Context: an optimization exercise on an open-source flow, tuned for small area. The choices shown serve that exercise and are no tape-out recipe.
The RTL was checked by simulation tests, not by an equivalence proof against the original design.
Power figures rest on the tool's default switching activity, not on a simulated workload.

<file path="flow/design.v">
module synchronizer (
    input   wire            i_clk,
    input   wire            i_sig,
    output	wire			o_sig
    );
    reg	[1:0]	r_ff;
    always @(posedge i_clk) begin
        r_ff[1:0] <= {r_ff[0] , i_sig};
    end
    assign o_sig = r_ff[1];
endmodule
module spi_slave (
    input   wire            i_clk,
    input   wire            i_rst_n,
    input   wire            i_spi_clk,
    input   wire            i_spi_cs,
    input   wire            i_spi_mosi,
    input   wire            i_dc,
    output  reg     [ 7:0]  o_data,
    output  reg             o_dc,
    output  reg             o_rxdone
    );
    reg [ 2:0]  r_sck_ff;
    reg [ 1:0]  r_cs_ff;
    reg [ 1:0]  r_mosi_ff;
    reg [ 1:0]  r_dc_ff;
    always @(posedge i_clk or negedge i_rst_n) begin
        if (~i_rst_n) begin
            r_sck_ff[2:0]  <= 3'd0;
            r_cs_ff[1:0]   <= 2'b11;
            r_mosi_ff[1:0] <= 2'd0;
            r_dc_ff[1:0]   <= 2'd0;
        end else begin
            r_sck_ff[2:0]  <= {r_sck_ff[1:0], i_spi_clk};
            r_cs_ff[1:0]   <= {r_cs_ff[0], i_spi_cs};
            r_mosi_ff[1:0] <= {r_mosi_ff[0], i_spi_mosi};
            r_dc_ff[1:0]   <= {r_dc_ff[0], i_dc};
        end
    end
    wire        w_sck_rise = (r_sck_ff[2:1] == 2'b01);
    wire        w_cs       = r_cs_ff[1];
    wire        w_mosi     = r_mosi_ff[1];
    wire        w_dc       = r_dc_ff[1];
    reg [ 7:0]  r_mosi_shift_8;
    reg [ 2:0]  r_mosi_8bitCnt;
    wire        w_mosi_8bit_rx_fin = &r_mosi_8bitCnt[2:0];
    always @(posedge i_clk or negedge i_rst_n) begin
        if (~i_rst_n) begin
            r_mosi_8bitCnt[2:0] <= 3'd0;
            o_rxdone <= 1'b0;
        end else begin
            o_rxdone <= 1'b0;
            if (w_cs) begin
                r_mosi_8bitCnt[2:0] <= 3'd0;
            end else if (w_sck_rise) begin
                r_mosi_8bitCnt[2:0] <= r_mosi_8bitCnt[2:0] + 3'd1;
                if (w_mosi_8bit_rx_fin) begin
                    o_rxdone <= 1'b1;
                end
            end
        end
    end
    always @(posedge i_clk) begin
        if (~w_cs & w_sck_rise) begin
            r_mosi_shift_8[7:0] <= {r_mosi_shift_8[6:0], w_mosi};
            if (w_mosi_8bit_rx_fin) begin
                o_data[7:0] <= {r_mosi_shift_8[6:0], w_mosi};
                o_dc <= w_dc;
            end
        end
    end
endmodule
module inst_dec_reg (
    input   wire            i_clk,           
    input   wire            i_rst_n,         
    input	wire    [ 7:0]  i_spi_data,
    input   wire            i_spi_dc,
    input   wire            i_spi_rxdone,
    output  wire    [15:0]  o_pixel_data,
    output  reg     [31:0]  o_col_addr,      
    output  reg     [31:0]  o_row_addr,      
    output  wire            o_sram_clr_req,          
    output  wire            o_sram_write_req,        
    output  wire            o_sram_waddr_set_req,    
    output  reg             o_dispOn,
    output  reg     [ 7:0]  o_pwm_duty       
    );
    localparam CMD_NOP      = 8'h00;     
    localparam CMD_SWRESET  = 8'h01;     
    localparam CMD_DISPOFF  = 8'h28;     
    localparam CMD_DISPON   = 8'h29;     
    localparam CMD_CASET    = 8'h2A;     
    localparam CMD_RASET    = 8'h2B;     
    localparam CMD_RAMWR    = 8'h2C;     
    localparam CMD_PWMDS    = 8'h02;     
    reg [15:0]  r_mosi_16_pixel_data;
    reg         r_pixel_data_fin;
    reg [1:0]   r_inst_byte_cnt;
    reg [ 7:0]  r_inst_data;                 
    reg [3:0]   r_sram_clr_req;
    reg [3:0]   r_sram_write_req;
    reg [3:0]   r_sram_waddr_set_req;
    reg         r_inst_en;
    always @(posedge i_clk or negedge i_rst_n) begin
        if (~i_rst_n) begin
            r_inst_data[7:0] <= 8'd0;
            r_pixel_data_fin <= 1'b0;
            o_col_addr[31:0] <= 32'd0;
            r_inst_byte_cnt[1:0] <= 2'd0;
            o_row_addr[31:0] <= 32'd0;
            o_pwm_duty <= 8'd255;
            o_dispOn <= 1'b0;
            r_sram_clr_req[3:0] <= 4'd0;
            r_sram_write_req[3:0] <= 4'd0;
            r_sram_waddr_set_req[3:0] <= 4'd0;
        end else begin
            if (i_spi_rxdone & ~i_spi_dc) begin
                r_inst_data[7:0] <= i_spi_data[7:0];
                r_pixel_data_fin <= 1'b0;
                r_inst_byte_cnt[1:0] <= 2'd0;
                case (i_spi_data[7:0])
                    CMD_NOP : ;
                    CMD_SWRESET : begin
                            o_pwm_duty[7:0] <= 8'd255;
                            r_sram_clr_req[3:0] <= 4'd1;       
                            o_dispOn <= 1'b0;                  
                        end
                    CMD_DISPOFF : begin
                            o_dispOn <= 1'b0;
                        end
                    CMD_DISPON  : begin
                            o_dispOn <= 1'b1;
                        end
                    default : ;
                endcase
            end else if (i_spi_rxdone & i_spi_dc) begin
                case (r_inst_data[7:0])
                    CMD_RAMWR : begin
                            r_mosi_16_pixel_data[15:0] <= {r_mosi_16_pixel_data[7:0], i_spi_data[7:0]};
                            r_pixel_data_fin <= ~r_pixel_data_fin;
                            if (r_pixel_data_fin) begin
                                r_sram_write_req[3:0] <= 4'd1;
                            end
                        end
                    CMD_CASET : begin
                            o_col_addr[31:0] <= {o_col_addr[23:0], i_spi_data[7:0]};
                        end
                    CMD_RASET : begin
                            o_row_addr[31:0] <= {o_row_addr[23:0], i_spi_data[7:0]};
                            r_inst_byte_cnt[1:0] <= r_inst_byte_cnt[1:0] + 2'd1;
                            if (r_inst_byte_cnt[1:0] == 2'd3) begin
                                r_sram_waddr_set_req[3:0] <= 4'd1;
                            end
                        end
                    CMD_PWMDS : begin
                            o_pwm_duty[7:0] <= i_spi_data[7:0];
                        end
                    default : ;
                endcase
            end else begin
                r_sram_clr_req[3:0] <= {r_sram_clr_req[2:0], 1'b0};
                r_sram_write_req[3:0] <= {r_sram_write_req[2:0], 1'b0};
                r_sram_waddr_set_req[3:0] <= {r_sram_waddr_set_req[2:0], 1'b0};
            end
        end
    end
    assign o_pixel_data[15:0]   = r_mosi_16_pixel_data[15:0];
    assign o_sram_clr_req       = |r_sram_clr_req[3:0];
    assign o_sram_write_req     = |r_sram_write_req[3:0];
    assign o_sram_waddr_set_req = |r_sram_waddr_set_req[3:0];
endmodule
module pwm (
    input   wire            i_clk,
    input   wire            i_rst_n,
    input   wire    [7:0]   i_duty,
    output  wire            o_pwm
);
    reg [6:0]   r_prsc;
    wire        w_prsc_pls = &r_prsc[6:0];
    always @(posedge i_clk or negedge i_rst_n) begin
        if (~i_rst_n) begin
            r_prsc[6:0] <= 7'd0;
        end else begin
            r_prsc[6:0] <= r_prsc[6:0] + 7'd1;
        end
    end
    reg [7:0]  r_pwm_cmp;
    always @(posedge i_clk or negedge i_rst_n) begin
        if (~i_rst_n) begin
            r_pwm_cmp[7:0] <= 8'd0;
        end else if (w_prsc_pls) begin
            r_pwm_cmp[7:0] <= r_pwm_cmp[7:0] + 8'd1;
        end
    end
    assign o_pwm = (r_pwm_cmp[7:0] < i_duty) ? 1'b1 : 1'b0;
endmodule
module lcd_controller (
    input   wire            i_clk,           
    input   wire            i_rst_n,         
	output	wire	[16:0]	o_sram_raddr,
	output	wire	[16:0]	o_sram_raddr_max,
	output  wire	[15:0]	o_disp_width,
	output  reg             o_DispClockPort,
    output  wire            o_DispHsyncPort,
    output  wire            o_DispVsyncPort,
    output  wire            o_DispDataEnablePort,
    output  wire            o_DispDispPort
	);
    localparam DispWidth        = 480;
    localparam DispHeight       = 272;
    localparam DispHBackPorch   = 43;
    localparam DispHFrontPorch  = DispWidth + DispHBackPorch;
    localparam DispVBackPorch   = 12;
    localparam DispVFrontPorch  = DispHeight + DispVBackPorch;
    localparam DispHPeriodTime  = 531;
    localparam DispVPeriodTime  = 288;
    localparam DispSramMaxAddr  = DispWidth * DispHeight;
	assign o_DispDispPort        = 1'b1;
    assign o_DispDataEnablePort  = 1'b0;     
	reg [ 1:0]  r_state;
	always @(posedge i_clk or negedge i_rst_n) begin
		if (~i_rst_n) begin
			r_state[1:0] <= 2'd0;
		end else begin
			r_state[1:0] <= r_state[1:0] + 2'd1;
		end
	end
    reg [16:0]  r_displayCnt;
    reg [ 9:0]  r_hPeriodCnt;
    reg [ 8:0]  r_vPeriodCnt;
    reg         r_hInVisibleArea;
    reg         r_vInVisibleArea;
    always @(posedge i_clk or negedge i_rst_n) begin
        if (~i_rst_n) begin
            r_displayCnt[16:0] <= 17'd0;
            r_hPeriodCnt[9:0] <= 10'd0;
            r_vPeriodCnt[8:0] <= 9'd0;
            r_hInVisibleArea <= 1'd0;
            r_vInVisibleArea <= 1'd0;
            o_DispClockPort <= 1'b0;
        end else begin
            case (r_state[1:0])
                2'b01 : begin
                    o_DispClockPort <= 1'b1;
                    if (r_hPeriodCnt[9:0] == (DispHPeriodTime - 10'd1)) begin
                        r_hPeriodCnt[9:0] <= 10'd0;
                    end else begin
                        r_hPeriodCnt[9:0] <= r_hPeriodCnt[9:0] + 10'b1;
                    end
                    if (r_hPeriodCnt[9:0] == (DispHPeriodTime - 10'd1)) begin
                        if (r_vPeriodCnt[8:0] == (DispVPeriodTime - 9'd1)) begin
                            r_vPeriodCnt[8:0] <= 9'd0;
                            r_displayCnt[16:0] <= 17'd0;
                        end else begin
                            r_vPeriodCnt[8:0] <= r_vPeriodCnt[8:0] + 9'b1;
                        end
                    end
                end
                2'b10 : begin
                    r_hInVisibleArea <= (r_hPeriodCnt[9:0] == DispHBackPorch)  ? 1'b1 :
                                        (r_hPeriodCnt[9:0] == DispHFrontPorch) ? 1'b0 : r_hInVisibleArea;
                    r_vInVisibleArea <= (r_vPeriodCnt[8:0] == DispVBackPorch)  ? 1'b1 :
                                        (r_vPeriodCnt[8:0] == DispVFrontPorch) ? 1'b0 : r_vInVisibleArea;
                end
                2'b11 : begin
                    o_DispClockPort <= 1'b0;
                    if (r_hInVisibleArea & r_vInVisibleArea) begin
                        r_displayCnt[16:0] <= r_displayCnt[16:0] + 17'd1;
                    end
                end
            endcase
        end
    end
    assign o_DispHsyncPort 			= (r_hPeriodCnt[9:0] == 10'd0) ? 1'b0 : 1'b1;    
    assign o_DispVsyncPort 			= (r_vPeriodCnt[8:0] <= 9'd9)  ? 1'b0 : 1'b1;    
	assign o_sram_raddr[16:0]		= r_displayCnt[16:0];
	assign o_sram_raddr_max[16:0]	= DispSramMaxAddr;
	assign o_disp_width[15:0]		= DispWidth;
endmodule
module sram_controller (
    input   wire            i_clk,           
    input   wire            i_rst_n,         
    input   wire            i_height_is_270,
    input   wire    [15:0]  i_pixel_data,
    input   wire    [31:0]  i_col_addr,      
    input   wire    [31:0]  i_row_addr,      
    input   wire            i_sram_clr_req,
    input   wire            i_sram_write_req,
    input   wire            i_sram_waddr_set_req,
    input   wire            i_dispOn,
    input   wire    [16:0]  i_sram_raddr,
    input   wire    [16:0]  i_sram_raddr_max,
    input   wire    [15:0]  i_disp_width,
    output  wire            o_SRAMWriteEnablePort,
    output  wire            o_SRAMOutputEnablePort,
    output  wire    [23:0]  o_SRAMDataPort,
    output  wire            o_SRAMDataDrivePort,
    output  wire    [17:0]  o_SRAMAddrPort
    );
    reg [ 1:0]  r_state;
	always @(posedge i_clk or negedge i_rst_n) begin
		if (~i_rst_n) begin
			r_state[1:0] <= 2'd0;
		end else begin
			r_state[1:0] <= r_state[1:0] + 2'd1;
		end
	end
    reg     [16:0]  r_sramWriteAddr;
    reg             r_sram_OE;
    reg             r_sram_WE;
    reg             r_sram_clr_busy;
    reg     [8:0]   r_pos_win_x;
    reg     [8:0]   r_pos_win_y;
    wire    [23:0]  w_sram_wdata;
    always @(posedge i_clk or negedge i_rst_n) begin
        if (~i_rst_n) begin
            r_sramWriteAddr[16:0] <= 17'd0;
            r_sram_OE <= 1'b0;
            r_sram_WE <= 1'b0;
            r_sram_clr_busy <= 1'b0;
            r_pos_win_x[8:0] <= 9'd0;
            r_pos_win_y[8:0] <= 9'd0;
        end else begin
            case (r_state[1:0])
                2'b00: begin
                    if (i_sram_clr_req & ~r_sram_clr_busy) begin
                        r_sramWriteAddr[16:0] <= 17'd0;
                        r_sram_clr_busy <= 1'b1;
                        r_sram_OE <= 1'b0;
                        r_sram_WE <= 1'b1;
                    end if (r_sram_clr_busy) begin
                        if (r_sramWriteAddr[16:0] == i_sram_raddr_max[16:0]) begin
                            r_sram_clr_busy <= 1'b0;
                        end else begin
                            r_sramWriteAddr[16:0] <= r_sramWriteAddr[16:0] + 17'd1;
                            r_sram_OE <= 1'b0;
                            r_sram_WE <= 1'b1;
                        end
                    end else if (i_sram_write_req) begin
                        r_pos_win_x[8:0] <= r_pos_win_x[8:0] + 9'd1;
                        if (r_pos_win_x[8:0] >= i_col_addr[8:0]) begin
                            r_pos_win_x[8:0] <= i_col_addr[24:16];       
                            r_pos_win_y[8:0] <= r_pos_win_y[8:0] + 9'd1;
                            if (r_pos_win_y[8:0] >= i_row_addr[8:0]) begin
                                r_pos_win_y[8:0] <= i_row_addr[24:16];   
                            end
                        end
                        r_sramWriteAddr[16:0] <= ({8'd0, r_pos_win_y[8:0]} * i_disp_width[15:0]) + {8'd0, r_pos_win_x[8:0]} +
                                                 (i_height_is_270 ? 17'd480 : 17'd0);
                        r_sram_OE <= 1'b0;
                        r_sram_WE <= 1'b1;
                    end else if (i_sram_waddr_set_req) begin
                        r_pos_win_x[8:0] <= i_col_addr[24:16];     
                        r_pos_win_y[8:0] <= i_row_addr[24:16];     
                    end
                end
                2'b01: ;
                2'b10: begin
                    r_sram_OE <= i_dispOn;
                    r_sram_WE <= 1'b0;
                end
                2'b11: ;
            endcase
        end
    end
    assign o_SRAMWriteEnablePort  = ~r_sram_WE;
    assign o_SRAMOutputEnablePort = ~r_sram_OE;
    assign w_sram_wdata[23:0]    = (i_sram_clr_req | r_sram_clr_busy) ? 24'd0 :
                                  {8'b0, i_pixel_data[4:0], i_pixel_data[10:5], i_pixel_data[15:11]};
    assign o_SRAMDataPort[23:0]   = r_sram_WE ? w_sram_wdata[23:0] : 24'd0;
    assign o_SRAMDataDrivePort    = r_sram_WE | ~i_dispOn;
    assign o_SRAMAddrPort  = r_sram_OE ? {1'b0, i_sram_raddr[16:0]} :
                                         {1'b0, r_sramWriteAddr[16:0]};
endmodule
module spi_display_controller_top (
    input   wire            mco,
    input   wire            rst_n,
    input   wire            SPI_CLK,
    input   wire            SPI_CS,
    input   wire            SPI_MOSI,
    input   wire            DC,
    input   wire    [ 5:0]  iModeSelectorPort,
    output  wire            oDispClockPort,
    output  wire            oDispHsyncPort,
    output  wire            oDispVsyncPort,
    output  wire            oDispDataEnablePort,
    output  wire            oDispDispPort,
    output  wire            oDispLedSHDNPort,
    output  wire    [17:0]  oSRAMAddrPort,
    output  wire    [23:0]  oSRAMDataPort,
    output  wire            oSRAMDataDrivePort,
    output  wire            oSRAMWriteEnablePort,
    output  wire            oSRAMOutputEnablePort
    );
    wire        w_rst_n_sync;
    wire [ 7:0] w_spi_mosi_data;
    wire        w_spi_dc;
    wire        w_spi_rxdone;
    wire [15:0] w_pixel_data;
    wire [31:0] w_col_addr;
    wire [31:0] w_row_addr;
    wire        w_sram_clr_req;
    wire        w_sram_write_req;
    wire        w_sram_waddr_set_req;
    wire        w_dispOn;
    wire [ 7:0] w_pwm_duty;
    wire [16:0] w_sram_raddr;
    wire [16:0] w_sram_raddr_max;
    wire [15:0] w_disp_width;
    synchronizer sync_reset_inst (
        .i_clk ( mco ),                              
        .i_sig ( rst_n ),
        .o_sig ( w_rst_n_sync )                     
	);
    spi_slave spi_slave_inst (
        .i_clk ( mco ),                              
        .i_rst_n ( w_rst_n_sync ),                   
        .i_spi_clk ( SPI_CLK ),                      
        .i_spi_cs ( SPI_CS ),                        
        .i_spi_mosi ( SPI_MOSI ),                    
        .i_dc ( DC ),                                
        .o_data ( w_spi_mosi_data[7:0] ),            
        .o_dc ( w_spi_dc ),                          
        .o_rxdone ( w_spi_rxdone )                   
    );
    inst_dec_reg inst_dec_reg_inst (
        .i_clk ( mco ),                              
        .i_rst_n ( w_rst_n_sync ),                   
        .i_spi_data ( w_spi_mosi_data[7:0] ),        
        .i_spi_dc ( w_spi_dc ),                      
        .i_spi_rxdone ( w_spi_rxdone ),              
        .o_pixel_data ( w_pixel_data[15:0] ),        
        .o_col_addr ( w_col_addr[31:0] ),            
        .o_row_addr ( w_row_addr[31:0] ),            
        .o_sram_clr_req ( w_sram_clr_req ),              
        .o_sram_write_req ( w_sram_write_req ),          
        .o_sram_waddr_set_req ( w_sram_waddr_set_req ),  
        .o_dispOn ( w_dispOn ),                      
        .o_pwm_duty ( w_pwm_duty[7:0] )              
    );
    pwm pwm_lcd_inst (
        .i_clk ( mco ),                              
        .i_rst_n ( w_rst_n_sync ),                   
        .i_duty ( w_pwm_duty[7:0] ),                 
        .o_pwm ( oDispLedSHDNPort )                  
    );
    lcd_controller lcd_controller_inst (
        .i_clk ( mco ),                              
        .i_rst_n ( w_rst_n_sync ),                   
        .o_sram_raddr ( w_sram_raddr[16:0] ),        
        .o_sram_raddr_max ( w_sram_raddr_max[16:0] ),    
        .o_disp_width ( w_disp_width[15:0] ),
        .o_DispClockPort ( oDispClockPort ),         
        .o_DispHsyncPort ( oDispHsyncPort ),         
        .o_DispVsyncPort ( oDispVsyncPort ),         
        .o_DispDataEnablePort ( oDispDataEnablePort ),   
        .o_DispDispPort ( oDispDispPort )            
    );
    sram_controller sram_controller_inst (
        .i_clk ( mco ),                              
        .i_rst_n ( w_rst_n_sync ),                   
        .i_height_is_270 ( iModeSelectorPort[0] ),   
        .i_pixel_data ( w_pixel_data[15:0] ),        
        .i_col_addr ( w_col_addr[31:0] ),            
        .i_row_addr ( w_row_addr[31:0] ),            
        .i_sram_clr_req ( w_sram_clr_req ),          
        .i_sram_write_req ( w_sram_write_req ),      
        .i_sram_waddr_set_req ( w_sram_waddr_set_req ),  
        .i_dispOn ( w_dispOn ),                      
        .i_sram_raddr ( w_sram_raddr[16:0] ),        
        .i_sram_raddr_max ( w_sram_raddr_max[16:0] ),    
        .i_disp_width ( w_disp_width[15:0] ),
        .o_SRAMWriteEnablePort ( oSRAMWriteEnablePort ),     
        .o_SRAMOutputEnablePort ( oSRAMOutputEnablePort ),   
        .o_SRAMDataPort ( oSRAMDataPort ),
        .o_SRAMDataDrivePort ( oSRAMDataDrivePort ),                 
        .o_SRAMAddrPort ( oSRAMAddrPort )                    
    );
endmodule
</file>
<file path="flow/run.sh">
#!/bin/bash
# synth_recipe.tcl (not shown) runs the flow's synth.tcl, then flattens the netlist and writes it again
# the make line also repeats each setting of config.mk as NAME=value (left out here)
make -C /OpenROAD-flow-scripts/flow DESIGN_CONFIG=/design/flow/config.mk WORK_HOME=/design/flow/orfs CLKGATE_MAP_FILE= SYNTH_SCRIPT=/design/flow/synth_recipe.tcl finish
</file>
<file path="flow/config.mk">
export PLATFORM = sky130hd
export DESIGN_NAME = spi_display_controller_top
export DESIGN_NICKNAME = spi_display_controller_top
export VERILOG_FILES = /design/flow/design.v
export SDC_FILE = /design/flow/constraint.sdc
export NUM_CORES = 4
export LEC_CHECK = 0
export CAP_MARGIN = 20
export CORE_MARGIN = 2
export CORE_UTILIZATION = 40
export SLEW_MARGIN = 20
</file>
<file path="flow/constraint.sdc">
create_clock -name core_clock -period 5.0 [get_ports {mco}]
set_input_delay 1.0000 -clock core_clock [delete_from_list [all_inputs] [get_ports {mco}]]
set_output_delay 1.0000 -clock core_clock [all_outputs]
set_load 0.01 [all_outputs]
</file>
==> flow_summary.yaml <==
floorplanning:
  coreArea_mm2: 0.0297
  num_rows: 63
  start_util: 0.408
  pin_count: 63
  die_h_um: 178
  die_x_um: 178
  dieArea_mm2: 0.0317
clock_tree:
  post_cts_resized: 0
  htreeDepth: 1
  numCtsBuffers: 25
  cts_tree: "built"
  postCtsSetupBuffers: 0
  clkTransAtPathRegs_ps: 60
  hold_buffers: 0
  cts_num_sinks: 225
  clock_latency_ps: 530
  clock-root-buffer: "clkbuf_16"
  clock_path_buffers: 3
cells_and_area:
  areaGrowthSynthToFinish_pct: 14.0
  fin_nets: 1352
  drive_gt1_frac: 0.0906
  n_antenna_cell: 0
power_and_ir_drop:
  powerDensity_mw_per_mm2: 276
  power_w: 0.00382
  vdd_drop_max_mv: 0.256
  p_leak_nw: 6.12
yosys:
  syn-mean-instance-area_um2: 10.0
  synth_most_common_cell: "dfrtp_1"
  yosysUniqueCellTypes: 60
  yosysWarnings: 6
  synth_edf_count: 32
  synth_flop_cell: "dfrtp_1"
  synth.area.top_cells: "dfrtp_1 37%, edfxtp_1 7.9%, ha_1 7.1%, mux2_2 4.3%, nand2_1 4.0%"
  syn_area_mm2: 0.0121
  async_flop_share: 0.849
  synthCells: 1208
  synth_common_cells: "181 x dfrtp_1, 128 x nand2_1, 105 x inv_1"
  ys_seq_elements: 225
  ys_seq_area_frac: 0.478
  synth_area_leader_cell: "dfrtp_1"
  yosysTopAreaCellShare: 0.374
job:
  maxCapViolCount: 0
detailed_routing:
  drc_errors: 0
  drt-pass1-iter-count: 4
  antenna_left: 0
  drtIter0Drc: 522
  drt-total-wl_um: 24800
  via_per_inst: 5.18
  wire_per_inst_um: 15.0
  vias: 8587
grt:
  grt_util_met3: 0.0224
  use_met1: 0.228
  grt_start_max_net_pins: 78
  grtUsageTotal: 0.162
  antenna_found_initial: 0
  grt_pass1_vias: 8438
  use_met2: 0.264
  grt_first_pass_wirelength_um: 42100
  overflow: 0
  grt_most_used_layer: "met2"
sta:
  finalSetupTns_ps: 0
  tightest_slew_ps: 1080
  max_freq_mhz: 241
  setup_viol: 0
  fin_crit_sh: 0.831
  fin_skew_ps: 9.57
  hold_viol: 0
  slew_violations: 0
  timing.slew.headroom: 0.272
  rsz0062_at_grt: "no"
  period_needed_ps: 4150
setup_path:
  arrival_ps: 4570
  cp.required_ps: 5410
  worstSetupPathType: "register to register"
  worst_setup_path_start_kind: "register"
  worstPathMaxFanout: 8
  end_kind: "register"
outcome:
  outcome: "no timing/DRC/antenna violations"
placement:
  place.detailed.hpwl_um: 17300
  portBuffers: 46
  place.gp.congestion: 0.803
hold_path:
  hold_path.class: "register to async pin"
final timing paths:
path / end / from / cells after the start / slack (ps)
setup / recovery: sram_controller_inst.r_sramWriteAddr[16] / sram_controller_inst.r_pos_win_y[0] / 14 / 850
hold / removal: spi_slave_inst.r_mosi_8bitCnt[2] / sync_reset_inst.r_ff[1] / 0 / 240
setup reg to reg: sram_controller_inst.r_sramWriteAddr[16] / sram_controller_inst.r_pos_win_y[0] / 14 / 850
hold reg to reg: spi_slave_inst.r_mosi_8bitCnt[2] / sync_reset_inst.r_ff[1] / 0 / 240
max in group asynchronous: inst_dec_reg_inst.o_row_addr[5] / sync_reset_inst.r_ff[1] / 1 / 3340
min in group core_clock: sync_reset_inst.r_ff[1] / sync_reset_inst.r_ff[0] / 0 / 320
worst max-delay path, stage by stage, from the launching register on:
cell,delay [ps]
dfrtp_1,480
fa_1,550
fa_1,520
inv_1,50
fa_1,450
fa_1,490
inv_1,40
ha_1,310
nor2b_1,130
o21ai_0,80
nand2b_1,130
nand4_1,140
nor4bb_1,370
xnor2_1,190
a21oi_1,100
cells by family (layout without fill, tap and decap cells):
| group | Yosys count | after routing | share of synthesized area |
|---|---|---|---|
| simple gates | 402 | 402 | 0.165 |
| compound gates | 234 | 234 | 0.116 |
| flops | 225 | 225 | 0.478 |
| buf+inv | 152 | 204 | 0.0507 |
| fa+ha+maj | 89 | 89 | 0.104 |
| mux | 58 | 58 | 0.0526 |
| xor+xnor | 46 | 46 | 0.0332 |
| other cells | 2 | 11 | 0.000619 |
power breakdown:
part	switching, W	internal, W
logic	0.0000341	0.00000925
clock network	0.000752	0.00115
registers	0.00000944	0.00186
total	0.000796	0.00302
routing by layer:
layer | vias up | wire length [um]
li1 | 4270 | -
met2 | 107 | 11600
met4 | 0 | 465
met3 | 36 | 793
met5 | - | 0
met1 | 4174 | 12000
sequential cells by signal, indices dropped and copies added (netlist names), 9 cells and up:
signal / count
lcd_controller_inst.r_displayCnt: 17
lcd_controller_inst.r_vPeriodCnt: 9
inst_dec_reg_inst.r_mosi_16_pixel_data: 16
inst_dec_reg_inst.o_col_addr: 25
lcd_controller_inst.r_hPeriodCnt: 10
sram_controller_inst.r_pos_win_x: 9
sram_controller_inst.r_pos_win_y: 9
sram_controller_inst.r_sramWriteAddr: 17
inst_dec_reg_inst.o_row_addr: 25
layout by cell type (no fill, tap or decap), types with 11 or more instances in the layout:
master           synthesis  routed
a21o_1                  17      17
a21oi_1                 61      61
and2_1                  29      29
and3_1                  22      22
clkbuf_16                0      27
clkdlybuf4s50_1          0      46
conb_1                   2      11
dfrtp_1                181     181
edfxtp_1                32      32
fa_1                    20      20
ha_1                    69      69
inv_1                  105     105
mux2_2                  46      46
mux2i_1                 12      12
nand2_1                128     128
nand2b_1                13      13
nand3_1                 51      51
nand4_1                 21      21
nor2_1                  71      69
nor3_1                  26      26
o21ai_0                 82      82
o31ai_1                 11      11
xnor2_1                 27      27
xor2_1                  19      19
final cells by class:
cell class              count  area, um2
clock buffers              37        753
clock inverters             8        114
fillers                  2707      15900
inverters                 105        394
multi-input cells         840       5760
flip-flops and latches    225       5800
well taps                 390        488
repair buffers             54        520
per-stage QoR:
step	hold WS [ps]	utilization	area, um2	instances	worst slack (ps)
floorplan	310	-	12200	1217	1120
global placement	270	0.436	13000	1614	890
detailed placement	272	0.436	13000	1614	827
CTS	269	0.465	13800	1659	814
global route	292	0.465	13800	1659	539
finish	239	0.465	13800	1659	847

## afterwards: timing with drivers on the ports
No port has a modelled driver above. Below, the same layout with a new extraction and two added sets of constraints.
Step 1 sets driving cells, clkbuf_16 on the clock port and buf_2 on the other inputs (assumed; they add their load-dependent delay and slew).
Step 2 adds t to the input delays and takes it off the output delays; t is the mean of the earliest and latest rising clock arrival at the registers after step 1. Input paths then give back, and output paths get back, about the clock's delay inside the block.
Slacks: no drivers / after step 1 / after step 2; pairs: no drivers / after step 1.
t (ns): 0.575
slack for setup (ns): 0.847 / 0.847 / 0.847
worst hold slack (ns): 0.239 / 0.239 / 0.239
worst setup path after step 2: register to register
slew at the worst register clock pin (ns): 0.06 / 0.06
After both steps setup and hold are still met in this run. For this run, drivers alone change the setup slack by 0.000 ns; drivers and shift together by 0.000 ns.
